What follows belongs to an exercise in optimizing a design on an open flow for small area and a short achievable clock period; a production flow would make more cautious choices.
In this exercise RTL edits were held to simulation tests only and were not proved equivalent to the original.
No activity file was given, so power comes from the tool's default toggle rates.

## flow/design.v (module list and top-level ports; edited modules follow where they fit)
// module mk_mac: 1047 lines
module mk_mac(CLK,
	      RST_N,
	      put_inp_A_a,
	      EN_put_inp_A,
	      RDY_put_inp_A,
	      put_inp_B_b,
	      EN_put_inp_B,
	      RDY_put_inp_B,
	      put_inp_C_c,
	      EN_put_inp_C,
	      RDY_put_inp_C,
	      put_inp_sel_sel,
	      EN_put_inp_sel,
	      RDY_put_inp_sel,
	      get_mac_op,
	      RDY_get_mac_op);
  // ...
==> flow/run.sh <==
#!/bin/bash
# synth_recipe.tcl (not shown) runs the flow's synth.tcl, then flattens the netlist and writes it again
# the make line also repeats each setting of config.mk as NAME=value (left out here)
make -C /OpenROAD-flow-scripts/flow DESIGN_CONFIG=/design/flow/config.mk WORK_HOME=/design/flow/orfs CLKGATE_MAP_FILE= SYNTH_SCRIPT=/design/flow/synth_recipe.tcl finish
==> flow/config.mk <==
export PLATFORM = sky130hd
export DESIGN_NAME = mk_mac
export DESIGN_NICKNAME = mk_mac
export VERILOG_FILES = /design/flow/design.v
export SDC_FILE = /design/flow/constraint.sdc
export NUM_CORES = 8
export LEC_CHECK = 0
export ABC_AREA = 1
export CAP_MARGIN = 20
export CORE_MARGIN = 2
export CORE_UTILIZATION = 65
export PLACE_DENSITY = 0.75
export SETUP_SLACK_MARGIN = 5
export SLEW_MARGIN = 20
==> flow/constraint.sdc <==
create_clock -name core_clock -period 9.0 [get_ports {CLK}]
set_input_delay 1.8000 -clock core_clock [delete_from_list [all_inputs] [get_ports {CLK}]]
set_output_delay 1.8000 -clock core_clock [all_outputs]
set_load 0.01 [all_outputs]
==> impl_metrics.toml, run 1 <==
[cts]
cts_inserted_buffers = 59
htree_levels = 2
cts_tree = "done"
cts-resized-gates = 1
clockBufferDepth = 3
ctsHoldBuffers = 0

[layout]
final_common_cell = "nand2_1"
signal_buffers = 112
areaGrowthSynthToFinish_pct = 13.2
final_cells = 3414
clkCellAreaFrac_pct = 7.23
inverters_excl_clock = 314
multiInputGateArea_um2 = 10200

[power_and_ir_drop]
powerDensity_nw_per_um2 = 382
comb_cell_power_uw = 3920
p_leak_uw = 0.0137
p_int_uw = 6890
vdd_drop_max_v = 0.000223
clk-power_uw = 2630

[synth]
synth_fa_ha_area_share_pct = 9.87
synthMuxAreaShare_pct = 0.272
ys_warn_count = 1
synthXorXnorAreaFrac_pct = 3.36
synth-simple-area-share_pct = 20.2

[setup_path]
startpoint = "rg_sel"
cp.depth = 14
crit_top_cell = "inv_1"
cp_cell_sequence = "clkbuf_8 -> inv_6 -> nor2_1 -> inv_1 -> nand2_1 -> xor2_1 -> inv_1 -> fa_1 -> inv_1 -> fa_1 -> inv_1 -> fa_1 -> inv_1 -> fa_1"

[global_routing]
gr-total-overflow = 0
grt_pass1_wl_mm = 96.7
grt_usage_pct = 30.2

[timing]
hold_violations = 0
tns_ns = 0
rsz0062_at_grt = "false"

[hold_path]
holdPathStages = 0

[placement]
portBuffers = 102
gp_congestion = 0.955

[run_status]
status = "timing/DRC/antenna clean"

[die]
die_y_um = 203

[routing]
routed_wl_mm = 61.4
dr.max_layer_used = "met4"
==> inputs of run 2 (changes only) <==
==> flow/flow/run.sh (new file) <==
#!/bin/bash
# Standard synthesis, then the standard layout steps with faster port
# buffers and a tighter timing-repair target.
set -e
bash standard.sh synth > synth.log 2>&1
bash standard.sh "BUFFER_PORTS_ARGS=-buffer_cell sky130_fd_sc_hd__buf_2" SETUP_SLACK_MARGIN=6 finish > layout.log 2>&1
==> flow/standard.sh (new file) <==
#!/bin/bash
# synth_recipe.tcl (not shown) runs the flow's synth.tcl, then flattens the netlist and writes it again
# the make line also repeats each setting of config.mk as NAME=value (left out here)
make -C /OpenROAD-flow-scripts/flow DESIGN_CONFIG=/design/flow/config.mk WORK_HOME=/design/flow/orfs CLKGATE_MAP_FILE= SYNTH_SCRIPT=/design/flow/synth_recipe.tcl "${@:-finish}"
removed: flow/run.sh
==> run 2 against run 1 <==
  * Total power shrank 0.43%
  * Flip-flop and latch count unchanged
  * Largest power group unchanged
  * Largest cell class unchanged
  * Critical endpoint unchanged
  * Highest routed layer is now met5
  * Cell area down 0.85%
==> impl_metrics.toml, run 2 <==
[run_status]
status = "timing/DRC/antenna clean"

[cts]
numClockSinks = 647
path_clk_slew_ns = 0.07
cts_inserted_buffers = 60
htree_levels = 2
clockBufferDepth = 3
cts_tree = "done"
cts_root_buf = "clkbuf_16"
clk_latency_ns = 0.65

[power_and_ir_drop]
p_leak_uw = 0.0139
vdd_drop_max_v = 0.000221
powerDensity_nw_per_um2 = 384

[timing]
layout_worst_path_cycle_share_pct = 34.1
finalSetupViolCount = 0
clock_skew_ns = 0.0292
clock.fmax_ghz = 0.326
tns_ns = 0
fin_crit_ns = 3.07
tightest_slew_ns = 0.990
setup_ws_ns = 5.93
rsz0062_at_grt = "true"
slew_headroom_pct = 33.7
hold_violations = 0
drv_slew = 0

[routing]
dr.pass1.iters = 6
routed_via_density = 5.49
wl_per_cell_um = 17.8
dr.first_iter.drc_count = 1596
drc = 0
vias = 18900
routed_wl_mm = 61.2
antenna_left = 0

[global_routing]
antenna_found_initial = 2
grt_pass1_wl_mm = 96.2
grt_max_degree = 37
grt_pass1_vias = 18200
grt_usage_pct = 29.8
gr-total-overflow = 0

[setup_path]
critPathKind = "reg2reg"
worstSetupEndpointType = "flop"
critPathArrivalTime_ns = 3.57
critPathLaunchType = "flop"
cp_data_required_time_ns = 9.50
cp_max_fo = 7

[layout]
final_cells = 3436
final_net_count = 3106
num_antenna_cells = 0
final_core_util_pct = 74.3
design_area_um2 = 28900
areaGrowthSynthToFinish_pct = 12.2
fill_cells = 2741
layout_common_cells = "nand2_1, dfxtp_1, inv_1, nand3_1, nor2_1"
final_common_cell = "nand2_1"
drive_gt1_share_pct = 11.2

[synth]
synth_top_area_share_pct = 42.7
synth_most_common_cell = "nand2_1"
ys_seq_area_share_pct = 54.0
synth_edf_count = 97
syn_inst = 2767
synth_seq_cells = 647
synth_top_area_cell = "dfxtp_1"
ys_warn_count = 1
avgSynthCellArea_um2 = 9.32
synth_area_leaders = "dfxtp_1, edfxtp_1, nand2_1"
synth_area_um2 = 25800
synthTopCellsByCount = "nand2_1, dfxtp_1, inv_1"
yosysUniqueCellTypes = 61
synthArstFlopShare_pct = 0
ys.flop_type = "dfxtp_1"

[placement]
dp_hpwl_mm = 44.3
place_area_um2 = 26500
gp_congestion = 0.935
dp_slack_ns = 4.91
portBuffers = 102
place_inst = 3302

[die]
die_y_um = 203
initial_core_util_pct = 66.2
core_um2 = 38900
io_pins = 108
dieWidth_um = 203
fp-row-count = 72
die-area_um2 = 41300

[hold_path]
hold_path.class = "reg2reg"

[job]
cap_violations = 0
[run 2: metal layers]
layer	part of all wire (%)	GRT usage (%)	vias up	wire, um
met1	44	40.4	8881	26800
met2	47	49.1	696	28600
met4	3.1	10.9	2	1920
li1	-	-	9159	-
met3	6.3	4.43	115	3840
met5	0.013	0	-	8
[run 2: where the power goes]
group | switching, uW | total [uW] | internal, uW
combinational | 2550 | 3920 | 1360
clock | 1110 | 2610 | 1500
sequential | 591 | 4570 | 3980
total | 4260 | 11100 | 6840
[run 2: metrics by stage]
stage	hold slack [ns]	total power, uW
after floorplan	0.310	7210
after global placement	0.310	8270
after detailed placement	0.312	8400
after CTS	0.317	11100
after global routing	0.322	11800
final	0.311	11100
[run 2: kinds of logic (layout without fill, tap and decap cells)]
logic type | Yosys count | count (layout) | synth area share [%]
AO/OA/AOI/OAI | 259 | 259 | 5.79
XOR/XNOR | 98 | 98 | 3.36
adder cells (fa/ha/maj) | 168 | 168 | 9.87
buffers and inverters | 412 | 559 | 6.44
flip-flops | 647 | 647 | 54.0
multiplexers | 7 | 7 | 0.272
other | 1 | 5 | 0.0145
AND/OR/NAND/NOR | 1175 | 1175 | 20.2
[run 2: worst max-delay path, cell delays in order (launching register included)]
cell and delay, ns:
edfxtp_1 0.43, buf_12 0.17, inv_16 0.06, nor2_4 0.03, inv_2 0.07, nand2_2 0.05, xor2_1 0.15, inv_1 0.08
fa_2 0.54, inv_2 0.04, fa_2 0.38, inv_2 0.06, fa_1 0.41, inv_2 0.07, fa_1 0.39
[run 2: what timing repair did]
action | CTS | global route
setup endpoints to repair | 23 | 31
setup buffers | 5 | 12
cloned | 4 | 0
hold buffers | 0 | 0
resized for setup | 13 | 16
pin swaps | 0 | 8
[run 2: path summary, 6_finish.rpt]
kind,end,depth (start not counted),from,slack [ns]
setup reg to reg,t0_r1[10],14,rg_sel,5.93
hold / removal,t10[12],0,t9[12],0.31
setup / recovery,t0_r1[10],14,rg_sel,5.93
hold reg to reg,t10[12],0,t9[12],0.31
[run 2: final cells by class]
class	count	area (um2)	share of cell area, %
clock buffer	82	1710	5.93
clock inverter	31	387	1.34
inverter	314	1200	4.14
multi-input combinational	1712	10300	35.4
sequential	647	13900	48.1
tap	518	648	2.24
timing repair buffer	130	783	2.71
timing repair inverter	2	17.5	0.0606
==> inputs of run 3 (changes only) <==
--- a/flow/config.mk
+++ b/flow/config.mk
@@ -9,6 +9,7 @@
 export CAP_MARGIN = 20
 export CORE_MARGIN = 2
 export CORE_UTILIZATION = 65
+export CTS_CLUSTER_DIAMETER = 100
+export CTS_CLUSTER_SIZE = 30
 export PLACE_DENSITY = 0.75
-export SETUP_SLACK_MARGIN = 5
 export SLEW_MARGIN = 20
==> run 3 against run 2 <==
  * Largest power group unchanged
  * Global-route usage is 1.3 points lower
  * Synthesized cell count is the same
  * Clock-buffer cell count decreased by 48
  * Final cell count is 2.2% lower
  * Routed wire length decreased by 3.9%
  * Setup slack better by 0.030 ns
  * Sequential share of layout area rose by 2.5 points
  * Still clean
  * Cell area shrank 4.8%
==> impl_metrics.toml, run 3 <==
[synth]
synthArstFlopShare_pct = 0
synth_most_common_cell = "nand2_1"
synthMuxAreaShare_pct = 0.272
synth_top_family_by_area = "simple AND/OR/NAND/NOR gates"
synth_top_area_cell = "dfxtp_1"
synth_top_area_share_pct = 42.7
avgSynthCellArea_um2 = 9.32
syn_inst = 2767
ys_seq_area_share_pct = 54.0
synth_area_leaders = "dfxtp_1, edfxtp_1, nand2_1"
ys_warn_count = 1
synth-simple-area-share_pct = 20.2
synth_compound_area_share_pct = 5.79
synth_area_um2 = 25800
synth_seq_cells = 647
synth_fa_ha_area_share_pct = 9.87
ys.flop_type = "dfxtp_1"
synth_edf_count = 97
synthXorXnorAreaFrac_pct = 3.36
synthTopCellsByCount = "nand2_1, dfxtp_1, inv_1"
yosysUniqueCellTypes = 61

[timing]
layout_worst_path_cycle_share_pct = 33.8
slew_headroom_pct = 34.9
tns_ns = 0
hold_violations = 0
clock_skew_ns = 0.0131
setup_ws_ns = 5.96
finalSetupViolCount = 0
drv_slew = 0
rsz0062_at_grt = "true"
tightest_slew_ns = 0.972
fin_crit_ns = 3.04
clock.fmax_ghz = 0.329

[setup_path]
cp_max_fo = 7
worstSetupEndpointType = "flop"
critPathLaunchType = "flop"
critPathKind = "reg2reg"
cp_data_required_time_ns = 9.47
critPathArrivalTime_ns = 3.51

[routing]
routed_via_density = 5.48
vias = 18400
dr.pass1.iters = 7
drc = 0
routed_wl_mm = 58.8
wl_per_cell_um = 17.5
antenna_left = 0
dr.first_iter.drc_count = 1462

[placement]
dp_hpwl_mm = 44.3
portBuffers = 102
gp_congestion = 0.935
dp_slack_ns = 4.91

[cts]
clockBufferDepth = 3
ctsHoldBuffers = 0
numClockSinks = 647
cts_tree = "done"
path_clk_slew_ns = 0.11
cts_inserted_buffers = 25
htree_levels = 1
clk_latency_ns = 0.58
cts_root_buf = "clkbuf_16"

[power_and_ir_drop]
p_leak_uw = 0.0132
combPwrFrac_pct = 39.8
pwr-share-clk_pct = 13.6
power_uw = 9780
vdd_drop_max_v = 0.000247
pwr-share-seq_pct = 46.6
powerDensity_nw_per_um2 = 355
switchingPower_uw = 3920
switching_share_pct = 40.1
p_int_uw = 5860

[global_routing]
gr-total-overflow = 0
antenna_found_initial = 2
grt_max_degree = 37
grt_pass1_wl_mm = 92.7
grt_pass1_vias = 17500
grt_usage_pct = 28.5

[job]
cap_violations = 0

[die]
initial_core_util_pct = 66.2
core_um2 = 38900
die-area_um2 = 41300
die_y_um = 203
io_pins = 108
fp-row-count = 72
dieWidth_um = 203

[run_status]
status = "timing/DRC/antenna clean"

[layout]
drive_gt1_share_pct = 8.86
final_common_cell = "nand2_1"
num_antenna_cells = 0
layout_common_cells = "nand2_1, dfxtp_1, inv_1, nand3_1, nor2_1"
areaGrowthSynthToFinish_pct = 6.79
final_net_count = 3071

[hold_path]
hold_path.class = "reg2reg"
[run 3: cell counts after synthesis]
Identical to the previous run, type by type.
[run 3: cells by family (layout without fill, tap and decap cells)]
family          count (synthesis)  count (layout)
compound gates                259             259
xor+xnor                       98              98
mux                             7               7
flops                         647             647
other cells                     1               5
simple gates                 1175            1175
buf+inv                       412             484
fa+ha+maj                     168             168
[run 3: final timing paths]
kind | startpoint | to | slack (ns) | cells past startpoint
setup / recovery | rg_sel | t0_r1[10] | 5.96 | 14
hold / removal | t8[25] | t9[25] | 0.33 | 0
setup reg to reg | rg_sel | t0_r1[10] | 5.96 | 14
hold reg to reg | t8[25] | t9[25] | 0.33 | 0
[run 3: layer usage]
layer | wire length, um | global-route usage, % | up-vias
li1 | - | - | 9038
met1 | 26200 | 40.5 | 8709
met2 | 27200 | 46.7 | 595
met3 | 3770 | 3.37 | 90
met4 | 1590 | 7.40 | 2
met5 | 13 | 0 | -
[run 3: repair_timing]
action                     CTS  global route
gates cloned                 4             0
buffers inserted             5            12
hold endpoints to repair     0             0
setup endpoints to repair   24            24
gates resized for setup     14            16
pin swaps                    0             8
[run 3: power by group through the flow]
stage / registers [uW] / clock network (uW) / logic, uW
finish: 4550 / 1330 / 3890
global route: 4640 / 1460 / 4380
CTS: 4550 / 1360 / 3840
detailed placement: 4600 / 0 / 3790
global placement: 4580 / 0 / 3690
floorplan: 4350 / 0 / 2850
[run 3: critical path, stage by stage (launching register included)]
cell and delay [ns]:
edfxtp_1 0.44, buf_12 0.17, inv_16 0.06, nor2_4 0.03, inv_2 0.07, nand2_2 0.05, xor2_1 0.15, inv_1 0.08
fa_2 0.54, inv_2 0.04, fa_2 0.37, inv_2 0.06, fa_1 0.39, inv_1 0.08, fa_1 0.40
[run 3: cell type report]
type | count | area [um2]
Fill cell | 2970 | 11400
Inverter | 314 | 1200
Timing Repair Buffer | 130 | 783
Timing Repair inverter | 2 | 17.5
Clock inverter | 4 | 27.5
Multi-Input combinational cell | 1712 | 10300
Clock buffer | 34 | 659
Tap cell | 518 | 648
Sequential cell | 647 | 13900
[run 3: per-stage QoR]
step	instances	utilization [%]	cell area, um2	hold slack [ns]
finish	3361	70.7	27500	0.328
global route	3361	70.7	27500	0.338
CTS	3349	70.4	27400	0.327
detailed placement	3302	68.2	26500	0.312
global placement	3302	68.2	26500	0.310
floorplan	2771	-	25800	0.310
==> inputs of run 4 (changes only) <==
==> flow/flow/run.sh (replaced) <==
#!/bin/bash
# Standard synthesis, then the standard layout steps with faster port
# buffers and a tighter timing-repair target.
set -e
bash standard.sh synth > synth.log 2>&1
bash standard.sh "BUFFER_PORTS_ARGS=-buffer_cell sky130_fd_sc_hd__buf_2" SETUP_SLACK_MARGIN=6.3 finish > layout.log 2>&1
==> run 4 against run 3 <==
  * Clock skew up 0.0049 ns
  * Final cell count up 0.86%
  * Critical path depth is the same
  * Cell area rose by 2.1%
  * Sequential share of layout area is 0.95 points lower
  * Synthesized cell count did not move
  * Global-route usage is 0.24 points higher
  * Largest cell class unchanged
==> impl_metrics.toml, run 4 <==
[routing]
drc = 0
routed_via_density = 5.47
wl_per_cell_um = 17.6
dr.first_iter.drc_count = 1559
antenna_left = 0
dr.pass1.iters = 5
vias = 18600
routed_wl_mm = 59.5

[timing]
tightest_slew_ns = 1.14
clock.fmax_ghz = 0.335
clock_skew_ns = 0.0181
drv_slew = 0
rsz0062_at_grt = "true"
hold_violations = 0
fin_crit_ns = 2.99
layout_worst_path_cycle_share_pct = 33.2
finalSetupViolCount = 0
tns_ns = 0
slew_headroom_pct = 24.1

[power_and_ir_drop]
switching_share_pct = 40.1
vdd_drop_max_v = 0.000212
p_int_uw = 5960
powerDensity_nw_per_um2 = 354
pwr-share-seq_pct = 46.1
switchingPower_uw = 3990
combPwrFrac_pct = 40.4
pwr-share-clk_pct = 13.5
p_leak_uw = 0.0134

[synth]
synth_top_area_cell = "dfxtp_1"
synth_area_leaders = "dfxtp_1, edfxtp_1, nand2_1"
synth_most_common_cell = "nand2_1"
ys_seq_area_share_pct = 54.0
yosysUniqueCellTypes = 61
synth_seq_cells = 647
synth_area_um2 = 25800
synth_top_area_share_pct = 42.7
ys.flop_type = "dfxtp_1"
synthArstFlopShare_pct = 0
avgSynthCellArea_um2 = 9.32
syn_inst = 2767
synthTopCellsByCount = "nand2_1, dfxtp_1, inv_1"
synth_edf_count = 97
ys_warn_count = 1

[setup_path]
r2r_start = "rg_sel"
startpoint = "rg_sel"
critPathKind = "reg2reg"
crit_end = "t0_r1[12]"
reg2reg_slack_ns = 6.01
r2r_end = "t0_r1[12]"
cp_data_required_time_ns = 9.52
critPathLaunchType = "flop"
cp_max_fo = 4
critPathArrivalTime_ns = 3.51
reg2regPathDepth = 14
worstSetupEndpointType = "flop"

[cts]
cts_tree = "done"
htree_levels = 1
clockBufferDepth = 3
cts_root_buf = "clkbuf_16"
numClockSinks = 647
clk_latency_ns = 0.59
cts_inserted_buffers = 25
path_clk_slew_ns = 0.11

[die]
die-area_um2 = 41300
fp-row-count = 72
dieWidth_um = 203
io_pins = 108
initial_core_util_pct = 66.2
die_y_um = 203
core_um2 = 38900

[global_routing]
grt_pass1_vias = 17600
grt_max_degree = 37
gr-total-overflow = 0
grt_usage_pct = 28.7
antenna_found_initial = 3
grt_pass1_wl_mm = 92.8

[layout]
num_antenna_cells = 0
layout_common_cells = "nand2_1, dfxtp_1, nand3_1, inv_1, nor2_1"
seqCellArea_um2 = 13900
areaGrowthSynthToFinish_pct = 8.98
fill_cells = 2944
multiInputGateArea_um2 = 10500
final_core_util_pct = 72.2
drive_gt1_share_pct = 12.4
final_common_cell = "nand2_1"
final_net_count = 3100

[job]
cap_violations = 0

[placement]
gp_congestion = 0.957
portBuffers = 102
dp_hpwl_mm = 44.0

[run_status]
status = "timing/DRC/antenna clean"

[hold_path]
hold_path.class = "reg2reg"
holdPathStages = 0
-- run 4: changes by cell type in the layout (fill, tap and decap cells not counted), sizes merged --
cell    delta
buf       +29
clkinv     -2
clkbuf     +2
-- run 4: cells by family after synthesis --
family	Yosys count	share of synthesized area, %
AOI/OAI and AO/OA	259	5.79
other	1	0.0145
xor gates and xnor gates	98	3.36
and+or+nand+nor	1175	20.2
buffers and inverters	412	6.44
adders and majority gates	168	9.87
muxes	7	0.272
DFF	647	54.0
-- run 4: power by group through the flow --
| stage | Sequential, uW | Combinational (uW) | Clock (uW) |
|---|---|---|---|
| after floorplan | 4350 | 2850 | 0 |
| after global placement | 4590 | 3670 | 0 |
| after detailed placement | 4610 | 3770 | 0 |
| after CTS | 4560 | 3840 | 1380 |
| after global routing | 4670 | 4540 | 1480 |
| final | 4590 | 4020 | 1350 |
-- run 4: worst min path at each step --
stage,from,to,slack (ns)
6_report,t0_c[28],t1_c[28],0.33
2_1_floorplan,t9[0],t10[0],0.31
5_1_grt,t2_c[31],t3_c[31],0.34
3_3_place_gp,t2_c[31],t3_c[31],0.31
3_5_place_dp,t9[29],t10[29],0.31
4_1_cts,t1_c[15],t2_c[15],0.33
-- run 4: stage by stage --
stage                     hold slack, ns  setup slack, ns  power [uW]  std cells  instance area, um2
after floorplan                    0.310             6.20        7210       2771               25800
after detailed placement           0.312             5.08        8380       3302               26500
final                              0.329             6.01        9950       3390               28100
after global routing               0.339             5.91       10700       3390               28100
after CTS                          0.333             6.04        9780       3366               27700
after global placement             0.310             5.12        8260       3302               26500
-- run 4: what timing repair did --
action / in CTS / in global routing
gates cloned: 4 / 0
setup buffers: 22 / 24
resized for setup: 51 / 84
pin swaps: 7 / 33
endpoints found under the setup margin: 75 / 85
hold buffers: 0 / 0
-- run 4: routing by layer --
metal | wire length, um | GRT usage (%) | up-vias
met4 | 2170 | 9.54 | 2
met5 | 13 | 0 | -
met2 | 27400 | 46.3 | 637
met1 | 25900 | 40.6 | 8696
li1 | - | - | 9103
met3 | 4020 | 3.56 | 117
-- run 4: worst max-delay path, stage by stage (launching register included) --
cell	delay, ns
edfxtp_1	0.45
buf_12	0.17
inv_16	0.05
nor2_2	0.03
inv_2	0.08
buf_4	0.11
buf_6	0.09
buf_4	0.12
nand2_1	0.06
xor2_1	0.17
inv_1	0.07
fa_2	0.44
fa_2	0.54
inv_2	0.04
fa_2	0.51
-- run 4: final cells by class --
cell class	count	area share [%]
Clock inverter	2	0.0713
Sequential cell	647	49.7
Timing Repair Buffer	159	4.01
Multi-Input combinational cell	1712	37.2
Tap cell	518	2.31
Inverter	314	4.28
Clock buffer	36	2.41
Timing Repair inverter	2	0.0624

what the ideal ports hide:
In the flow no input, the clock included, has a driving cell. The finished layouts below were timed again as built, in two steps. Step 1, drivers: a clkbuf_16 drives CLK and a buf_2 each remaining input, both assumed. Step 2 moves the port delays by t, midway between the first and last clock arrival at a register: inputs arrive t later, outputs are due t later. That takes back most of the time a late clock gives input paths. Slacks: ideal ports / drivers / drivers and shift; pairs: ideal ports / drivers.
run	shift t [ns]	setup WS [ns]	worst data-port slew with drivers (ns)	cell pins on the clock port's net
run 1	0.681	5.252 / 5.252 / 5.252	0.05	1
run 2	0.691	5.932 / 5.932 / 5.932	0.04	1
run 3	0.631	5.962 / 5.962 / 5.962	0.04	1
run 4	0.635	6.011 / 6.011 / 6.011	0.03	1
After both steps setup and hold are still met in every run listed.
